Context: an optimization exercise on an open-source flow, tuned for small area, a short achievable clock period and few clock cycles per item. The choices shown serve that exercise and are no tape-out recipe.
At most, simulation tests tie the RTL to the original design; equivalence was not proved.
The RTL of runs 2 to 4 was laid out without a check of its function.
Power figures rest on the tool's default switching activity, not on a simulated workload.

`flow/run.sh`:
```
#!/bin/bash
# Standard layout, with timing repair aiming well below the clock period so
# the resizer works on the paths that set the achieved period, and small
# port buffers (every port still gets one).
set -euo pipefail
export SETUP_SLACK_MARGIN=6.7
export BUFFER_PORTS_ARGS="-buffer_cell sky130_fd_sc_hd__buf_1"
bash standard.sh > standard.log 2>&1
```
`standard.sh`:
```
#!/bin/bash
# synth_recipe.tcl (not shown) runs the flow's synth.tcl, then flattens the netlist and writes it again
# the make line also repeats each setting of config.mk as NAME=value (left out here)
make -C /OpenROAD-flow-scripts/flow DESIGN_CONFIG=/design/flow/config.mk WORK_HOME=/design/flow/orfs CLKGATE_MAP_FILE= SYNTH_SCRIPT=/design/flow/synth_recipe.tcl "${@:-finish}"
```
`config.mk`:
```
export PLATFORM = sky130hd
export DESIGN_NAME = mod_exponent
export DESIGN_NICKNAME = mod_exponent
export VERILOG_FILES = /design/flow/design.v
export SDC_FILE = /design/flow/constraint.sdc
export NUM_CORES = 4
export LEC_CHECK = 0
export CAP_MARGIN = 20
export CORE_MARGIN = 2
export CORE_UTILIZATION = 55
export CTS_BUF_LIST = sky130_fd_sc_hd__clkbuf_16
export CTS_CLUSTER_DIAMETER = 70
export CTS_CLUSTER_SIZE = 28
export GPL_ROUTABILITY_DRIVEN = 0
export PLACE_DENSITY = 0.65
export SLEW_MARGIN = 20
```
`constraint.sdc`:
```
create_clock -name core_clock -period 10.0 [get_ports {clk_in}]
set_input_delay 2.0000 -clock core_clock [delete_from_list [all_inputs] [get_ports {clk_in}]]
set_output_delay 2.0000 -clock core_clock [all_outputs]
set_load 0.01 [all_outputs]
```
`design.v`:
```
`timescale 1ns/1ps
`default_nettype none
module multiplier #(parameter WIDTH = 64) (
    input  wire [WIDTH:0]   s_in,
    input  wire [WIDTH:0]   c_in,
    input  wire             e_in,
    input  wire [1:0]       a_in,
    input  wire [WIDTH-1:0] b_in,
    input  wire [WIDTH-1:0] n_in,
    input  wire             n1_in,    
    input  wire             iter,     
    input  wire             sub,      
    output logic [WIDTH:0]   s_out,
    output logic [WIDTH:0]   c_out,
    output logic            e_out
    );
    localparam TW = WIDTH + 3;
    logic [TW-1:0] s, c, r1, r2, r3, r4;
    logic [TW-1:0] s1, c1, s2, c2, s3, c3, s4, c4;
    logic [1:0] t, q;
    assign s  = {2'b00, s_in};
    assign c  = {2'b00, c_in};
    assign r1 = a_in[0] ? {3'b000, b_in} : {TW{1'b0}};
    assign r2 = a_in[1] ? {2'b00, b_in, 1'b0} : {TW{1'b0}};
    assign t = s_in[1:0] + c_in[1:0] + {1'b0, e_in} + r1[1:0] + r2[1:0];
    assign q = {iter & (t[1] ^ (t[0] & ~n1_in)), iter & t[0]};
    assign r3 = {{3{sub}}, (n_in & {WIDTH{q[0]}}) | (~n_in & {WIDTH{sub}})};
    assign r4 = q[1] ? {2'b00, n_in, 1'b0} : {TW{1'b0}};
    assign s1 = s ^ c ^ r1;
    assign c1 = {(s[TW-2:0] & c[TW-2:0]) | (s[TW-2:0] & r1[TW-2:0]) | (c[TW-2:0] & r1[TW-2:0]), e_in};
    assign s2 = s1 ^ c1 ^ r2;
    assign c2 = {(s1[TW-2:0] & c1[TW-2:0]) | (s1[TW-2:0] & r2[TW-2:0]) | (c1[TW-2:0] & r2[TW-2:0]), sub};
    assign s3 = s2 ^ c2 ^ r3;
    assign c3 = {(s2[TW-2:0] & c2[TW-2:0]) | (s2[TW-2:0] & r3[TW-2:0]) | (c2[TW-2:0] & r3[TW-2:0]), 1'b0};
    assign s4 = s3 ^ c3 ^ r4;
    assign c4 = {(s3[TW-2:0] & c3[TW-2:0]) | (s3[TW-2:0] & r4[TW-2:0]) | (c3[TW-2:0] & r4[TW-2:0]), 1'b0};
    always_comb begin
        if (iter) begin
            s_out = s4[TW-1:2];
            c_out = c4[TW-1:2];
            e_out = s4[1] & c4[1];
        end else begin
            s_out = s4[WIDTH:0];
            c_out = c4[WIDTH:0];
            e_out = 1'b0;
        end
    end
endmodule
`default_nettype wire
`timescale 1ns/1ps
`default_nettype none
module mont_reduction (
    input  wire [7:0]  x,
    output logic [2:0] pos
    );
    always_comb begin
        pos = 3'd0;
        for (int i = 0; i < 8; i++)
            if (x[i]) pos = i[2:0];
    end
endmodule
`default_nettype wire
`timescale 1ns/1ps
`default_nettype none
module mod_exponent #(parameter WIDTH = 64) (
    input wire clk_in,
    input wire rst_in,
    input wire [WIDTH-1:0] base,
    input wire [WIDTH-1:0] exponent,
    input wire [WIDTH-1:0] modulo,
    input wire [WIDTH-1:0] inv_modulo,
    input wire [WIDTH:0] R,
    input wire [WIDTH-1:0] start_product,
    input wire valid_in,
    input wire ready_in,
    output logic [WIDTH-1:0] c_out,
    output logic valid_out,
    output logic busy_out
    );
    localparam ST_IDLE = 3'd0, ST_SCAN = 3'd1, ST_ITER = 3'd2, ST_SETTLE = 3'd3,
               ST_FIX = 3'd4, ST_DONE = 3'd5, ST_SUB = 3'd6;
    localparam OP_SQ = 2'd0, OP_MUL = 2'd1, OP_CONV = 2'd2;
    logic [2:0] state, state_n;
    logic [1:0] op, op_n;
    logic [WIDTH-1:0] acc;
    logic n1_r;                  
    logic [7:0] bgrp;            
    logic [WIDTH:0] s_r, c_r;
    logic e_r;
    logic [1:0] a_r;
    logic [4:0] cnt;
    logic [6:0] idx, idx_n;      
    logic [7:0] grp;             
    logic scan_wait;             
    logic iter_r, sub_r;         
    logic [WIDTH:0] s_nx, c_nx;
    logic e_nx;
    multiplier #(.WIDTH(WIDTH)) step (
        .s_in(s_r), .c_in(c_r), .e_in(e_r), .a_in(a_r), .b_in(acc), .n_in(modulo),
        .n1_in(n1_r), .iter(iter_r), .sub(sub_r),
        .s_out(s_nx), .c_out(c_nx), .e_out(e_nx));
    logic [2:0] top_pos;
    mont_reduction lead (.x(grp), .pos(top_pos));
    assign c_out = acc;
    wire settled = (c_r == '0) && !e_r;
    wire ebit = grp[idx[2:0]];
    wire need_sub = s_r[WIDTH];
    wire [4:0] cnt1 = cnt + 5'd1;
    wire [4:0] cnt2 = cnt + 5'd2;
    logic ld_acc, ld_base, clr, set_one;
    logic [1:0] a_n;
    always_comb begin
        state_n = state;
        op_n = op;
        idx_n = idx;
        ld_acc = 1'b0;       
        ld_base = 1'b0;      
        clr = 1'b0;          
        set_one = 1'b0;      
        a_n = 2'b00;
        case (op)
            OP_SQ:   a_n = acc[{cnt1, 1'b0} +: 2];
            OP_MUL:  a_n = bgrp[{cnt1[1:0], 1'b0} +: 2];
            default: a_n = 2'b00;
        endcase
        if (state != ST_ITER || cnt == 5'd31) a_n = 2'b00;
        case (state)
            ST_IDLE: begin
                idx_n = 7'd63;
                if (valid_in) state_n = ST_SCAN;
            end
            ST_SCAN: begin
                ld_base = 1'b1;
                clr = 1'b1;
                if (scan_wait) begin
                end else if (grp != 8'd0) begin
                    idx_n = {1'b0, idx[5:3], top_pos} - 7'd1;
                    state_n = ST_ITER;
                    if (idx[5:3] == 3'd0 && top_pos == 3'd0) begin
                        op_n = OP_CONV;
                        a_n = 2'b01;
                    end else begin
                        op_n = OP_SQ;
                        a_n = base[1:0];
                    end
                end else if (idx[5:3] == 3'd0) begin
                    op_n = OP_CONV;
                    set_one = 1'b1;
                    state_n = ST_SETTLE;
                end else begin
                    idx_n = idx - 7'd8;
                end
            end
            ST_ITER: begin
                if (cnt == 5'd31) state_n = ST_SETTLE;
            end
            ST_SETTLE: begin
                if (settled && need_sub) begin
                    state_n = ST_SUB;
                end else if (settled) begin
                    ld_acc = 1'b1;
                    if (op == OP_CONV) begin
                        state_n = ST_SUB;
                    end else begin
                        clr = 1'b1;
                        state_n = ST_ITER;
                        if (op == OP_SQ && ebit) begin
                            op_n = OP_MUL;
                            a_n = bgrp[1:0];
                        end else if (idx[5:0] == 6'd0) begin
                            op_n = OP_CONV;
                            a_n = 2'b01;
                        end else begin
                            idx_n = idx - 7'd1;
                            op_n = OP_SQ;
                            a_n = s_r[1:0];
                        end
                    end
                end
            end
            ST_SUB: state_n = (op == OP_CONV) ? ST_FIX : ST_SETTLE;
            ST_FIX: begin
                if (settled) begin
                    ld_acc = !s_r[WIDTH];
                    state_n = ST_DONE;
                end
            end
            ST_DONE: if (ready_in) state_n = ST_IDLE;
            default: state_n = ST_IDLE;
        endcase
        if (rst_in) state_n = ST_IDLE;
    end
    always_ff @(posedge clk_in) begin
        n1_r <= modulo[1];
        bgrp <= base[{(state == ST_ITER) ? cnt2[4:2] : 3'd0, 3'b000} +: 8];
        grp <= exponent[{idx[5:3], 3'b000} +: 8];
        scan_wait <= (state == ST_IDLE) || ((state == ST_SCAN) && !scan_wait);
        idx <= idx_n;
        state <= state_n;
        op <= op_n;
        iter_r <= state_n == ST_ITER;
        sub_r <= state_n == ST_SUB;
        a_r <= a_n;
        cnt <= (state == ST_ITER) ? cnt1 : 5'd0;
        if (clr || set_one) begin
            s_r <= {{WIDTH{1'b0}}, set_one};
            c_r <= '0;
            e_r <= 1'b0;
        end else begin
            s_r <= s_nx;
            c_r <= c_nx;
            e_r <= e_nx;
        end
        if (ld_base) acc <= base;
        else if (ld_acc) acc <= s_r[WIDTH-1:0];
        if (rst_in) begin
            busy_out <= 1'b0;
            valid_out <= 1'b0;
        end else begin
            if (state == ST_IDLE && valid_in) busy_out <= 1'b1;
            if (state == ST_FIX && settled) begin
                busy_out <= 1'b0;
                valid_out <= 1'b1;
            end
            if (state == ST_DONE && ready_in) valid_out <= 1'b0;
        end
    end
endmodule
`default_nettype wire
```
==> notes.md, run 1 <==
layout cells sized above 1 6.959%; number of buffers created by CTS 18; dpl hpwl 40990 microns; Crit Path Max Fanout 2; vias in the first global route 14800; HP Class reg -> reg; CTS tree built; CP Capture Type flop; first-pass GRT wire length 85510 microns; grt total ovfl 0; largest area contributor in the netlist fa_1; ys async rst share 0%; Worst Skew 19.26 ps; #FFs+latches synth 234; Post-Syn Nets 2592; chip width 190.0 microns; fin crit share 32.88%; top cell type's share of synthesized area 27.03%; Final Core Density 61.76%; synthesized area per cell 9.848 sq um; drt first pass iters 5; switching power 1862 uW; crit start category input port; crit path to s_r[62]; Yosys cell types 55; Placed Area 0.02026 sq mm; Die H 190.0 microns; CORE AREA 0.03429 sq mm; clock group share of total power 18.6%; synth warn 3; largest cells by area after synthesis fa_1, dfxtp_1, edfxtp_1; Gate Count Post-Synth 1933; Required @ worst endpoint 10400 ps; reg-to-reg slack, setup 6720 ps; sequential area share after synthesis 28.39%; top-count cell post-synth nand2_1; final hold vios 0; worst relative slew slack 26.34%; fillers 2970; r2r endpoint s_r[7]; Row Count 68; I/O Buffers 261; Final Setup Violations 0; IO Pins 455; Total Die Area 0.03612 sq mm; Tmin final 3288 ps; crit path DAT 3680 ps; gr usage total 31.03%; setup TNS 0 ps; Slew Viols, Final 0; fin nets 2788; clock transition at the registers of the reported paths 90 ps; CP Launch Point modulo[62]; WL final 56250 microns; Longest Clk Path Bufs 3; Worst-Margin Slew 1104 ps; detailed-route via count 14660; initial drt markers 1083; WL/cell 21.66 microns; ANT nets after route 0; Skew-Pair Late Insertion Delay 520 ps; vias per std cell 5.644; PwrDens 200.5 mW/mm^2; outcome no timing/DRC/antenna violations; Layout area overhead 11.24%; register share of total power 38.8%; R2R depth 10; Synth Flop Type dfxtp_1; WS Path Type in -> reg; Power Total 4246 uW; combinational power share 42.5%; DRC 0; H-tree depth 1; Critical R2R Launch a_r[0]; Post-synth EDFFs 72; largest net degree at the start of global routing 73; CTS root buffer clkbuf_16; # clock sinks 234; Post-synth top cells nand2_1, inv_1, fa_1, mux2i_1, nor2_1; Cell Area, Synth 0.01904 sq mm; Switching Share 43.85%; RSZ-0062 raised after global routing yes; design area 0.02118 sq mm; Lkg Pwr 0.009119 uW; antenna violations before repair 4; Starting Density 55.52%; Peak Freq 304.1 MHz; Int Power 2384 uW; Max Cap Viol 0; maximum VDD drop 0.0001887 V
## flip-flops by register name, indices dropped and copies added (netlist names)
name / cells
sub_r: 1
cnt: 5
n1_r: 1
busy_out: 1
bgrp: 8
grp: 8
scan_wait: 1
c_r: 65
state: 3
idx: 6
a_r: 2
acc: 64
iter_r: 1
valid_out: 1
op: 2
s_r: 65
## cells in the final DEF, fill, tap and decap left out, types with 7 or more instances in the layout
| cell | instances |
|---|---|
| a211oi_1 | 20 |
| a21oi_1 | 29 |
| and2_1 | 70 |
| and3_1 | 69 |
| buf_1 | 254 |
| buf_4 | 14 |
| clkbuf_16 | 22 |
| clkbuf_2 | 7 |
| dfxtp_1 | 158 |
| edfxtp_1 | 72 |
| fa_1 | 254 |
| ha_1 | 12 |
| inv_1 | 270 |
| mux2_2 | 16 |
| mux2i_1 | 197 |
| mux4_2 | 36 |
| nand2_1 | 279 |
| nand3_1 | 23 |
| nor2_1 | 183 |
| nor4_1 | 14 |
| o21ai_0 | 24 |
## layout make-up
| type | instances | area (sq um) | share of cell area (%) |
|---|---|---|---|
| clock inverters | 13 | 150.1 | 0.7091 |
| repair buffers | 286 | 1301 | 6.145 |
| multi-input cells | 1318 | 12240 | 57.81 |
| flip-flops and latches | 234 | 5418 | 25.58 |
| diodes | 1 | 2.502 | 0.01182 |
| inverters | 271 | 1017 | 4.804 |
| well taps | 455 | 569.3 | 2.688 |
| clock buffers | 19 | 475.5 | 2.245 |
## worst min-delay path by stage
| stage | from | to | cells past startpoint |
|---|---|---|---|
| detailed placement | valid_out | valid_out | 1 |
| finish | valid_out | valid_out | 1 |
| global route | valid_out | valid_out | 1 |
| global placement | valid_out | valid_out | 1 |
| CTS | valid_out | valid_out | 1 |
| floorplan | scan_wait | scan_wait | 1 |
## per-stage QoR
stage / cells / setup slack, ps / hold WS, ps
detailed placement: 2551 / 5892 / 463.5
floorplan: 1933 / 6590 / 507.8
global placement: 2551 / 5983 / 459.3
global route: 2596 / 6663 / 496.1
finish: 2597 / 6712 / 474.9
CTS: 2587 / 6690 / 482.7
## power groups by stage
| stage | Combinational, uW | Sequential [uW] | Clock (uW) |
|---|---|---|---|
| 3_3_place_gp | 1710 | 1660 | 0 |
| 4_1_cts | 1780 | 1640 | 798 |
| 2_1_floorplan | 1180 | 1560 | 0 |
| 6_report | 1810 | 1650 | 791 |
| 5_1_grt | 2020 | 1680 | 837 |
| 3_5_place_dp | 1740 | 1670 | 0 |
## metal layers
| metal | GRT usage, % | vias to the layer above | routed length (microns) |
|---|---|---|---|
| li1 | - | 6592 | - |
| met4 | 6.589 | 6 | 1320 |
| met5 | 0 | - | 45 |
| met1 | 45.81 | 7366 | 24600 |
| met3 | 5.054 | 92 | 4722 |
| met2 | 48.58 | 602 | 25560 |
## critical path, cell delays in order
cell     delay, ps
buf_1          210
mux2i_1        260
fa_1           440
inv_1           70
fa_1           440
mux2i_1        190
nor2_1          70
## cell families after synthesis
kind of cell             Yosys count  share of synthesized area, %
AND/OR/NAND/NOR                  679                         16.16
buffers and inverters            384                         7.914
adder cells (fa/ha/maj)          270                         27.88
multiplexers                     252                         15.73
flip-flops                       234                         28.39
AO/OA/AOI/OAI                    101                         3.326
XOR/XNOR                          13                        0.5981
## what timing repair did
action,CTS,global route
pin swaps,1,2
setup buffers,2,3
resized for setup,18,18
gates cloned,2,5
hold buffers,0,0
endpoints found under the hold margin,0,0
endpoints found under the setup margin,194,168
Testbench counts, summed over its fixed seeds: cycles 63,316, items 32.
==> inputs of run 2 (changes only) <==
--- a/design.v
+++ b/design.v
@@ -95,2 +95,3 @@
     logic iter_r, sub_r;         
+    logic subbed;                
     logic [WIDTH:0] s_nx, c_nx;
@@ -159,2 +160,4 @@
                     state_n = ST_SUB;
+                end else if (!settled && !subbed && (s_r[WIDTH] || c_r[WIDTH])) begin
+                    state_n = ST_SUB;
                 end else if (settled) begin
@@ -202,2 +205,4 @@
         sub_r <= state_n == ST_SUB;
+        if (state == ST_SUB) subbed <= 1'b1;
+        else if (state == ST_ITER) subbed <= 1'b0;
         a_r <= a_n;
--- a/config.mk
+++ b/config.mk
@@ -13,3 +13,2 @@
 export CTS_CLUSTER_SIZE = 28
-export GPL_ROUTABILITY_DRIVEN = 0
 export PLACE_DENSITY = 0.65
==> notes.md, run 2 <==
synth warn 3 (unchanged); largest registers c_r: 65 flops, s_r: 65 flops, acc: 64 flops; number of buffers created by CTS 18 (unchanged); ANT nets after route 0 (unchanged); detailed-route via count 15000 (+2.3%); hold_buf cts 0 (unchanged); final hold vios 0 (unchanged); initial drt markers 1518 (+40%); combinational power share 41.0% (-1.5 points); top layer in use met5; switching power 1575 uW (-15%); crit path to s_r[38]; Synth Area in Simple Gates 16.63% (+0.48 points); PwrDens 176.0 mW/mm^2 (-12%); WS Path Type reg -> reg; grt total ovfl 0 (unchanged); Post-synth top cells nand2_1, inv_1, fa_1, mux2i_1, nor2_1; crit start category flop; M1 wire length 24100 microns (-2.0%); Required @ worst endpoint 10430 ps (+30 ps); mux contribution to synthesized area 15.66% (-0.070 points); fin crit share 33.11% (+0.23 points); setup TNS 0 ps (unchanged); CORE AREA 0.03437 sq mm (+0.25%); Yosys cell types 55 (unchanged); clock group share of total power 20.5% (+1.9 points); I/O Buffers 261 (unchanged); clock transition at the registers of the reported paths 90 ps (about the same); XOR/XNOR Fraction of Synth Area 0.7787% (+0.18 points); worst relative slew slack 33.54% (+7.2 points); RSZ-0062 raised after global routing yes; Slew Viols, Final 0 (unchanged); gr usage total 32.63% (+1.6 points); CP Launch Point a_r[0]; Longest Clk Path Bufs 3 (unchanged); ys async rst share 0% (unchanged); vias per std cell 5.717 (+1.3%); Peak Freq 302.0 MHz (-0.69%); dpl cells 2564 (+0.51%); Cell Area, Synth 0.01912 sq mm (+0.45%); H-tree depth 1 (unchanged); antenna violations before repair 4 (unchanged); Gate Count Post-Synth 1945 (+0.62%); Tmin final 3311 ps (+22.84 ps); Starting Density 55.63% (+0.11 points); drt first pass iters 6 (+1); largest family of logic cells by synthesized area adder cells; Worst Skew 20.86 ps (+1.598 ps); Worst-Margin Slew 995.6 ps (-108.2 ps); met2 wire length 27830 microns (+8.9%); Lkg Pwr 0.009188 uW (+0.75%); chip width 190.5 microns (+0.22%); CP Capture Type flop; largest cells by area after synthesis fa_1, dfxtp_1, edfxtp_1; routability cong. 0.8883; Final Setup Violations 0 (unchanged); Post-Syn Nets 2604 (+0.46%); routed wire length on met3 5975 microns (+27%); Post-synth EDFFs 72 (unchanged); synthesized area per cell 9.831 sq um (-0.17%); layout cells sized above 1 7.572% (+0.61 points); CTS root buffer clkbuf_16; Crit Path Max Fanout 17 (+15); register share of total power 38.5% (-0.3 points); CTS tree built; DRC 0 (unchanged); sequential area share after synthesis 28.37% (about the same); top cell type's share of synthesized area 26.91% (-0.12 points); vias in the first global route 15120 (+2.1%); first-pass GRT wire length 88720 microns (+3.8%); r2r endpoint s_r[38]; Synth Area in Adders 27.76% (-0.12 points); most frequent cells in the layout nand2_1, inv_1, buf_1; Row Count 68 (unchanged); crit path DAT 3740 ps (+60 ps); WL final 60570 microns (+7.7%); fin nets 2813 (+0.90%); commonest non-fill, non-tap cell in the layout nand2_1; outcome no timing/DRC/antenna violations; top-count cell post-synth nand2_1; Switching Share 41.43% (-2.4 points); Die H 190.5 microns (+0.22%); IO Pins 455 (unchanged); Synth Area in Compound Gates 2.899% (-0.43 points); # clock sinks 235 (+0.43%); Synth Flop Type dfxtp_1; Layout area overhead 12.90%; Final Non-Filler Cells 2624 (+1.0%); maximum VDD drop 0.0001150 V (-39%); largest area contributor in the netlist fa_1; Critical R2R Launch a_r[0]; Total Die Area 0.03627 sq mm (+0.44%); Skew-Pair Late Insertion Delay 520 ps (about the same); HP Class reg -> reg; reg-to-reg slack, setup 6690 ps (-30 ps); R2R depth 12 (+2); Max Cap Viol 0 (unchanged); dpl hpwl 42890 microns (+4.6%); #FFs+latches synth 235 (+0.43%); largest net degree at the start of global routing 83 (+14%); WL/cell 23.08 microns (+6.6%); Int Power 2226 uW (-6.7%)
run 2: how the worst min path moves through the flow:
stage,startpoint,endpoint,cells past startpoint
finish,subbed,subbed,1
global route,subbed,subbed,1
CTS,subbed,subbed,1
detailed placement,subbed,subbed,1
global placement,subbed,subbed,1
floorplan,subbed,subbed,1
run 2: cell type report:
class	instances	area, sq um
fillers	2992	12780
multi-input cells	1330	12410
flip-flops and latches	235	5438
repair buffers	298	1533
inverters	271	1017
well taps	455	569.3
clock buffers	20	500.5
clock inverters	12	111.4
diodes	3	7.507
run 2: worst max-delay path, cell delays in order, from the launching register on:
cell,delay [ps]
dfxtp_4,380
buf_12,160
and2_1,160
fa_1,500
and2_4,170
buf_12,160
clkbuf_16,230
mux2i_1,100
fa_1,510
inv_1,60
fa_1,520
mux2i_1,80
nor2_1,170
run 2: cells by family after synthesis:
kind of cell,Yosys count
buffers and inverters,383
AOI/OAI and AO/OA,83
and+or+nand+nor,704
adders and majority gates,270
DFF,235
muxes,253
xor gates and xnor gates,17
run 2: metal layers:
metal | GRT usage (%) | vias up
met5 | 0 | -
met4 | 10.85 | 2
met3 | 5.723 | 149
met2 | 51.13 | 758
met1 | 46.25 | 7422
li1 | - | 6671
run 2: through the flow:
stage / cell area (sq um) / utilization (%) / power (uW) / setup slack [ps] / hold WS, ps
3_3_place_gp: 20340 / 59.17 / 2929 / 5452 / 489.9
5_1_grt: 21590 / 62.80 / 4054 / 6608 / 554.0
3_5_place_dp: 20340 / 59.17 / 2964 / 5434 / 499.7
2_1_floorplan: 19130 / - / 2432 / 6589 / 476.8
6_report: 21590 / 62.81 / 3800 / 6689 / 524.5
4_1_cts: 21140 / 61.51 / 3763 / 6639 / 522.6
run 2: repair_timing:
item / 4_1_cts / 5_1_grt
setup endpoints to repair: 194 / 189
buffers inserted: 4 / 6
pin swaps: 3 / 22
cloned: 4 / 10
gates resized for setup: 23 / 45
run 2: power by group through the flow:
stage          registers, uW  logic [uW]  clock network (uW)
2_1_floorplan           1400        1030                   0
3_3_place_gp            1480        1450                   0
3_5_place_dp            1480        1480                   0
4_1_cts                 1460        1530                 780
5_1_grt                 1490        1750                 816
6_report                1460        1560                 780
==> inputs of run 3 (changes only) <==
--- a/config.mk
+++ b/config.mk
@@ -11,4 +11,4 @@
 export CTS_BUF_LIST = sky130_fd_sc_hd__clkbuf_16
-export CTS_CLUSTER_DIAMETER = 70
-export CTS_CLUSTER_SIZE = 28
+export CTS_CLUSTER_DIAMETER = 60
+export CTS_CLUSTER_SIZE = 22
 export PLACE_DENSITY = 0.65
==> notes.md, run 3 <==
outcome no timing/DRC/antenna violations; #FFs+latches synth 235 (unchanged); Synth Flop Type dfxtp_1; number of buffers created by CTS 22 (+4); Die H 190.5 microns (unchanged); Post-synth top cells nand2_1, inv_1, fa_1, mux2i_1, nor2_1; ANT nets after route 0 (unchanged); min-delay src subbed; final worst setup slack 6677 ps (-11.86 ps); chip width 190.5 microns (unchanged); maximum VDD drop 0.0001226 V (+6.6%); register share of total power 37.2% (-1.3 points); Cell Area, Synth 0.01912 sq mm (unchanged); Starting Density 55.63% (unchanged); Gate Count Post-Synth 1945 (unchanged); Required @ worst endpoint 10410 ps (-20 ps); clock transition at the registers of the reported paths 70 ps (-20 ps); CP Launch Point a_r[0]; crit path DAT 3730 ps (about the same); CTS root buffer clkbuf_16; Peak Freq 300.9 MHz (-0.36%); Worst Skew 15.60 ps (-5.262 ps); gr usage total 32.67% (+0.039 points); Skew-Pair Late Insertion Delay 540 ps (+20 ps); DRC 0 (unchanged); HP Class reg -> reg; Yosys cell types 55 (unchanged); Total Die Area 0.03627 sq mm (unchanged); dpl hpwl 42890 microns (unchanged); fin crit share 33.23% (+0.12 points); Layout area overhead 14.36%; Switching Share 41.64% (+0.20 points); vias in the first global route 15130 (+0.066%); detailed-route via count 15140 (+0.91%); Post-synth EDFFs 72 (unchanged); combinational power share 40.2% (-0.8 points); WL/cell 23.08 microns (about the same); largest cells by area after synthesis fa_1, dfxtp_1, edfxtp_1; largest registers c_r: 65 flops, s_r: 65 flops, acc: 64 flops; CTS tree built; layout cells sized above 1 8.924% (+1.4 points); synthesized area per cell 9.831 sq um (unchanged); Tmin final 3323 ps (+11.86 ps); Lkg Pwr 0.009338 uW (+1.6%); synth warn 3 (unchanged); Int Power 2293 uW (+3.0%); # clock sinks 235 (unchanged); Critical R2R Launch a_r[0]; most frequent cells in the layout nand2_1, buf_1, inv_1; WS Path Type reg -> reg; drt first pass iters 5 (-1); Final Setup Violations 0 (unchanged); CP Capture Type flop; top cell type's share of synthesized area 26.91% (unchanged); first-pass GRT wire length 88510 microns (-0.23%); crit start category flop; commonest non-fill, non-tap cell in the layout nand2_1; Placed Area 0.02034 sq mm (unchanged); RSZ-0062 raised after global routing yes; vias per std cell 5.728 (+0.19%); Post-Syn Nets 2604 (unchanged); antenna violations before repair 3 (-1); top-count cell post-synth nand2_1; WHS 525.8 ps (+1.300 ps); Worst-Margin Slew 972.4 ps (-23.17 ps); WL final 61000 microns (+0.70%); design area 0.02187 sq mm (+1.3%); Longest Clk Path Bufs 3 (unchanged); Row Count 68 (unchanged); H-tree depth 1 (unchanged); routability cong. 0.8883 (unchanged); setup TNS 0 ps (unchanged); Slew Viols, Final 0 (unchanged); PwrDens 179.7 mW/mm^2 (+2.1%); Max Cap Viol 0 (unchanged); ys async rst share 0% (unchanged); Post-Place Worst Slack 5434 ps (unchanged); worst relative slew slack 35.08% (+1.5 points); IO Pins 455 (unchanged); final hold vios 0 (unchanged); Power Total 3930 uW (+3.4%); largest area contributor in the netlist fa_1; switching power 1636 uW (+3.9%); Crit Path Max Fanout 10 (-7); I/O Buffers 261 (unchanged); largest net degree at the start of global routing 83 (unchanged); clock group share of total power 22.5% (+2.0 points); CORE AREA 0.03437 sq mm (unchanged); fin nets 2828 (+0.53%); initial drt markers 1586 (+4.5%); sequential area share after synthesis 28.37% (unchanged); fillers 2963 (-0.97%); grt total ovfl 0 (unchanged)
==> run 3: changes by cell type in the layout (fill, tap and decap cells not counted), sizes merged <==
| cell | change |
|---|---|
| clkinv | +3 |
| clkbuf | -2 |
| clkinvlp | -1 |
| buf | +15 |
| inv | +4 |
==> run 3: layout make-up <==
| class | count | area [sq um] | share of cell area [%] |
|---|---|---|---|
| Tap cell | 455 | 569.3 | 2.604 |
| Clock inverter | 18 | 205.2 | 0.9384 |
| Inverter | 271 | 1017 | 4.652 |
| Multi-Input combinational cell | 1330 | 12410 | 56.77 |
| Timing Repair Buffer | 309 | 1664 | 7.610 |
| Antenna cell | 3 | 7.507 | 0.03433 |
| Clock buffer | 22 | 550.5 | 2.518 |
| Sequential cell | 235 | 5438 | 24.87 |
==> run 3: kinds of logic after synthesis <==
logic type	count (synthesis)	synth area share, %
AOI/OAI and AO/OA	83	2.899
xor gates and xnor gates	17	0.7787
adders and majority gates	270	27.76
buffers and inverters	383	7.898
DFF	235	28.37
muxes	253	15.66
and+or+nand+nor	704	16.63
==> run 3: through the flow <==
step,cells,util [%]
5_1_grt,2641,63.60
4_1_cts,2613,61.97
2_1_floorplan,1945,-
3_5_place_dp,2564,59.17
6_report,2643,63.61
3_3_place_gp,2564,59.17
==> run 3: power by group through the flow <==
stage               registers [uW]  logic, uW  clock network [uW]
floorplan                     1400       1030                   0
global placement              1480       1450                   0
detailed placement            1480       1480                   0
CTS                           1460       1530                 891
global route                  1490       1770                 929
finish                        1460       1580                 885
==> run 3: path summary, 6_finish.rpt <==
check / endpoint / slack [ps] / cells after the start
worst max-delay path: s_r[41] / 6680 / 12
worst min-delay path: subbed / 530 / 1
worst max register to register: s_r[41] / 6680 / 12
worst min register to register: subbed / 530 / 1
==> run 3: layer usage <==
metal  vias to the layer above  GRT usage [%]  part of all wire, %
li1                       6704              -                    -
met1                      7512          46.67                   40
met2                       764          50.73                   46
met3                       155          4.877                  9.5
met4                         4          12.34                  4.5
met5                         -              0                 0.23
==> run 3: worst max-delay path: stages, from the launching register on <==
cell,delay [ps]
dfxtp_4,390
buf_12,160
and2_1,150
fa_1,500
and2_4,230
buf_4,150
buf_12,150
mux2i_1,120
fa_1,520
inv_1,60
fa_1,470
mux2i_1,230
nor2_1,70
==> run 3: repair_timing <==
item	CTS	global route
setup buffers	4	17
endpoints found under the setup margin	194	170
pin swaps	0	35
gates resized for setup	21	65
cloned	5	9
hold buffers	0	0
==> inputs of run 4 (changes only) <==
--- a/design.v
+++ b/design.v
@@ -96,2 +96,8 @@
     logic subbed;                
+    logic first_r, one_r;
+    logic [WIDTH:0] s_g, c_g;
+    logic e_g;
+    assign s_g = first_r ? '0 : s_r;
+    assign c_g = first_r ? '0 : c_r;
+    assign e_g = first_r ? one_r : e_r;
     logic [WIDTH:0] s_nx, c_nx;
@@ -99,3 +105,3 @@
     multiplier #(.WIDTH(WIDTH)) step (
-        .s_in(s_r), .c_in(c_r), .e_in(e_r), .a_in(a_r), .b_in(acc), .n_in(modulo),
+        .s_in(s_g), .c_in(c_g), .e_in(e_g), .a_in(a_r), .b_in(acc), .n_in(modulo),
         .n1_in(n1_r), .iter(iter_r), .sub(sub_r),
@@ -105,3 +111,3 @@
     assign c_out = acc;
-    wire settled = (c_r == '0) && !e_r;
+    wire settled = !first_r && (c_r == '0) && !e_r;
     wire ebit = grp[idx[2:0]];
@@ -160,3 +166,3 @@
                     state_n = ST_SUB;
-                end else if (!settled && !subbed && (s_r[WIDTH] || c_r[WIDTH])) begin
+                end else if (!settled && !first_r && !subbed && (s_r[WIDTH] || c_r[WIDTH])) begin
                     state_n = ST_SUB;
@@ -209,11 +215,7 @@
         cnt <= (state == ST_ITER) ? cnt1 : 5'd0;
-        if (clr || set_one) begin
-            s_r <= {{WIDTH{1'b0}}, set_one};
-            c_r <= '0;
-            e_r <= 1'b0;
-        end else begin
-            s_r <= s_nx;
-            c_r <= c_nx;
-            e_r <= e_nx;
-        end
+        s_r <= s_nx;
+        c_r <= c_nx;
+        e_r <= e_nx;
+        first_r <= clr || set_one;
+        one_r <= set_one;
         if (ld_base) acc <= base;
--- a/config.mk
+++ b/config.mk
@@ -10,5 +10,2 @@
 export CORE_UTILIZATION = 55
-export CTS_BUF_LIST = sky130_fd_sc_hd__clkbuf_16
-export CTS_CLUSTER_DIAMETER = 60
-export CTS_CLUSTER_SIZE = 22
 export PLACE_DENSITY = 0.65
==> notes.md, run 4 <==
outcome no timing/DRC/antenna violations; CP peak stage delay 480 ps (-40 ps); Required @ worst endpoint 10430 ps (+20 ps); most frequent cells in the layout nand2_1, inv_1, buf_1; detailed-route via count 15420 (+1.8%); Placed Area 0.02114 sq mm (+3.9%); #FFs+latches synth 237 (+0.85%); ys async rst share 0% (unchanged); RSZ-0062 raised after global routing yes; vias per std cell 5.736 (+0.14%); final hold vios 0 (unchanged); design area 0.02306 sq mm (+5.4%); delay-heaviest family, CP adder cells; Skew-Pair Late Insertion Delay 560 ps (+20 ps); largest net degree at the start of global routing 80 (-3.6%); IO Pins 455 (unchanged); commonest non-fill, non-tap cell in the layout nand2_1; Peak Freq 281.8 MHz (-6.4%); Layout area overhead 16.80%; Worst-Margin Slew 1083 ps (+110.2 ps); layout cells sized above 1 17.57% (+8.6 points); Post-synth top cells nand2_1, inv_1, fa_1, dfxtp_1, nor2b_1; Cell Area, Synth 0.01974 sq mm (+3.2%); WL/cell 23.69 microns (+2.6%); Yosys cell types 62 (+13%); largest registers c_r: 65 flops, s_r: 65 flops, acc: 64 flops; Crit Path Max Fanout 8 (-2); Lkg Pwr 0.009897 uW (+6.0%); CP max-delay cell fa_1; crit path DAT 3980 ps (+250 ps); maximum VDD drop 0.0001619 V (+32%); fin nets 2859 (+1.1%); Tmin final 3549 ps (+225.7 ps); WHS 497.0 ps (-28.80 ps); HP Class reg -> reg; CORE AREA 0.03548 sq mm (+3.2%); Starting Density 55.63% (about the same); Worst Skew 16.20 ps (+0.6021 ps); first-pass GRT wire length 96650 microns (+9.2%); Synth Flop Type dfxtp_1; grt total ovfl 0 (unchanged); synthesized area per cell 10.00 sq um (+1.7%); chip width 193.5 microns (+1.6%); WS Path Type reg -> reg; CP Cell Sequence and2_4 > fa_1 > ha_4 > nor2b_4 > xnor2_2 > xnor2_2 > xnor2_4 > buf_6 > buf_12 > buf_16 > and3_4 > fa_2 > mux2_2; largest cells by area after synthesis fa_1, dfxtp_1, edfxtp_1; crit start category flop; H-tree depth 1 (unchanged); Total Die Area 0.03742 sq mm (+3.2%); CTS tree built; dpl hpwl 43540 microns (+1.5%); hold_buf cts 0 (unchanged); setup TNS 0 ps (unchanged); Max Cap Viol 0 (unchanged); synth warn 3 (unchanged); Gate Count Post-Synth 1974 (+1.5%); CTS root buffer clkbuf_16; drt first pass iters 5 (unchanged); Slew Viols, Final 0 (unchanged); clock transition at the registers of the reported paths 60 ps (about the same); top cell type's share of synthesized area 26.27% (-0.64 points); initial drt markers 1283 (-19%); fillers 2962 (-0.034%); I/O Buffers 261 (unchanged); number of buffers created by CTS 28 (+27%); DRC 0 (unchanged); CP Capture Type flop; Worst path most repeated cell xnor2_2; vias in the first global route 16010 (+5.8%); Die H 193.5 microns (+1.6%); sequential area share after synthesis 27.69% (-0.69 points); Post-Syn Nets 2635 (+1.2%); Longest Clk Path Bufs 3 (unchanged); Final Setup Violations 0 (unchanged); worst relative slew slack 27.82% (-7.3 points); antenna violations before repair 8 (+5); PwrDens 180.2 mW/mm^2 (+0.27%); gr usage total 34.08% (+1.4 points); Row Count 69 (+1.5%); top-count cell post-synth nand2_1; WL final 63680 microns (+4.4%); Post-synth EDFFs 72 (unchanged); ANT nets after route 0 (unchanged); largest area contributor in the netlist fa_1; routability cong. 0.9210 (+3.7%); fin crit share 35.49% (+2.3 points); Worst Path Buf+Inv 3 (-1); # clock sinks 237 (+0.85%)
-- run 4: what timing repair did --
item | in CTS | in global routing
gates cloned | 9 | 1
setup buffers | 24 | 0
resized for setup | 73 | 16
pin swaps | 24 | 6
endpoints found under the setup margin | 194 | 131
-- run 4: final timing paths --
check	start	end	slack (ps)	cells past startpoint
max reg2reg	acc[0]	s_r[43]	6450	13
min reg2reg	subbed	subbed	500	2
max	acc[0]	s_r[43]	6450	13
min	subbed	subbed	500	2
-- run 4: stage by stage --
| step | total power (uW) | util (%) | cells | worst slack, ps |
|---|---|---|---|---|
| global route | 4352 | 64.97 | 2687 | 6362 |
| floorplan | 2238 | - | 1974 | 6503 |
| detailed placement | 2746 | 59.58 | 2593 | 5369 |
| finish | 4155 | 64.98 | 2688 | 6451 |
| CTS | 4121 | 64.62 | 2678 | 6440 |
| global placement | 2713 | 59.58 | 2593 | 5417 |
-- run 4: cell type report --
class / count / area, sq um / share of cell area (%)
Sequential cell: 237 / 5480 / 23.77
Antenna cell: 7 / 17.52 / 0.07597
Timing Repair Buffer: 306 / 1668 / 7.234
Inverter: 274 / 1028 / 4.461
Tap cell: 461 / 576.8 / 2.502
Clock inverter: 10 / 106.4 / 0.4613
Clock buffer: 42 / 888.4 / 3.853
Multi-Input combinational cell: 1351 / 13290 / 57.65
-- run 4: cell families (layout without fill, tap and decap cells) --
kind of cell	after synthesis	after routing	synth area share (%)
xor gates and xnor gates	20	20	0.9254
adders and majority gates	272	272	27.09
and+or+nand+nor	740	743	18.78
muxes	232	232	14.72
DFF	237	237	27.69
other	0	7	0
AOI/OAI and AO/OA	84	84	3.131
buffers and inverters	389	632	7.663
-- run 4: per-layer routing --
layer / wire (microns) / vias up / GRT usage, % / part of all wire, %
met4: 2823 / 2 / 13.23 / 4.4
li1: - / 6788 / - / -
met1: 26650 / 7774 / 47.48 / 42
met2: 29170 / 705 / 53.58 / 46
met5: 13 / - / 0 / 0.020
met3: 5020 / 150 / 5.823 / 7.9
-- run 4: worst register-to-register path, stage by stage, from the launching register on --
cell	delay [ps]
edfxtp_1	430
and2_4	180
fa_1	480
ha_4	300
nor2b_4	160
xnor2_2	100
xnor2_2	240
xnor2_4	160
buf_6	160
buf_12	130
buf_16	170
and3_4	200
fa_2	450
mux2_2	280
-- run 4: where the power goes --
part           switching, uW  internal, uW  leakage, uW  total (uW)
Combinational            921           675      0.00735        1600
Clock                    435           665     0.000493        1100
Sequential               229          1230      0.00205        1460

## afterwards: timing with drivers on the ports
Ports are ideal in the flow. The routed layouts listed here were re-timed in OpenROAD. Step 1 sets driving cells, clkbuf_16 on the clock port and buf_2 on the other inputs (assumed; they add their load-dependent delay and slew). Step 2 times the ports against the registers' clock, not the clock port: input delays grow and output delays shrink by t, the midpoint of the rising clock arrivals with the driver on. Three values: no drivers, after step 1, after step 2; two values: the first two.
| run | t (ns) | slack for setup (ns) | worst hold slack (ns) | worst register clock-pin slew, ns | worst slew at a driven data input, ns |
|---|---|---|---|---|---|
| run 1 | 0.570 | 6.712 / 6.685 / 6.171 | 0.475 / 0.475 / 0.475 | 0.09 / 0.09 | 0.08 |
| run 2 | 0.560 | 6.689 / 6.689 / 6.202 | 0.525 / 0.525 / 0.525 | 0.09 / 0.09 | 0.09 |
| run 3 | 0.587 | 6.677 / 6.646 / 6.171 | 0.526 / 0.526 / 0.526 | 0.09 / 0.09 | 0.09 |
| run 4 | 0.589 | 6.451 / 6.451 / 6.068 | 0.497 / 0.497 / 0.497 | 0.06 / 0.06 | 0.10 |
After both steps setup and hold are still met in every run listed. The setup slack of run 1, which loses most, moves by -0.027 ns with the drivers and by -0.541 ns with both steps.
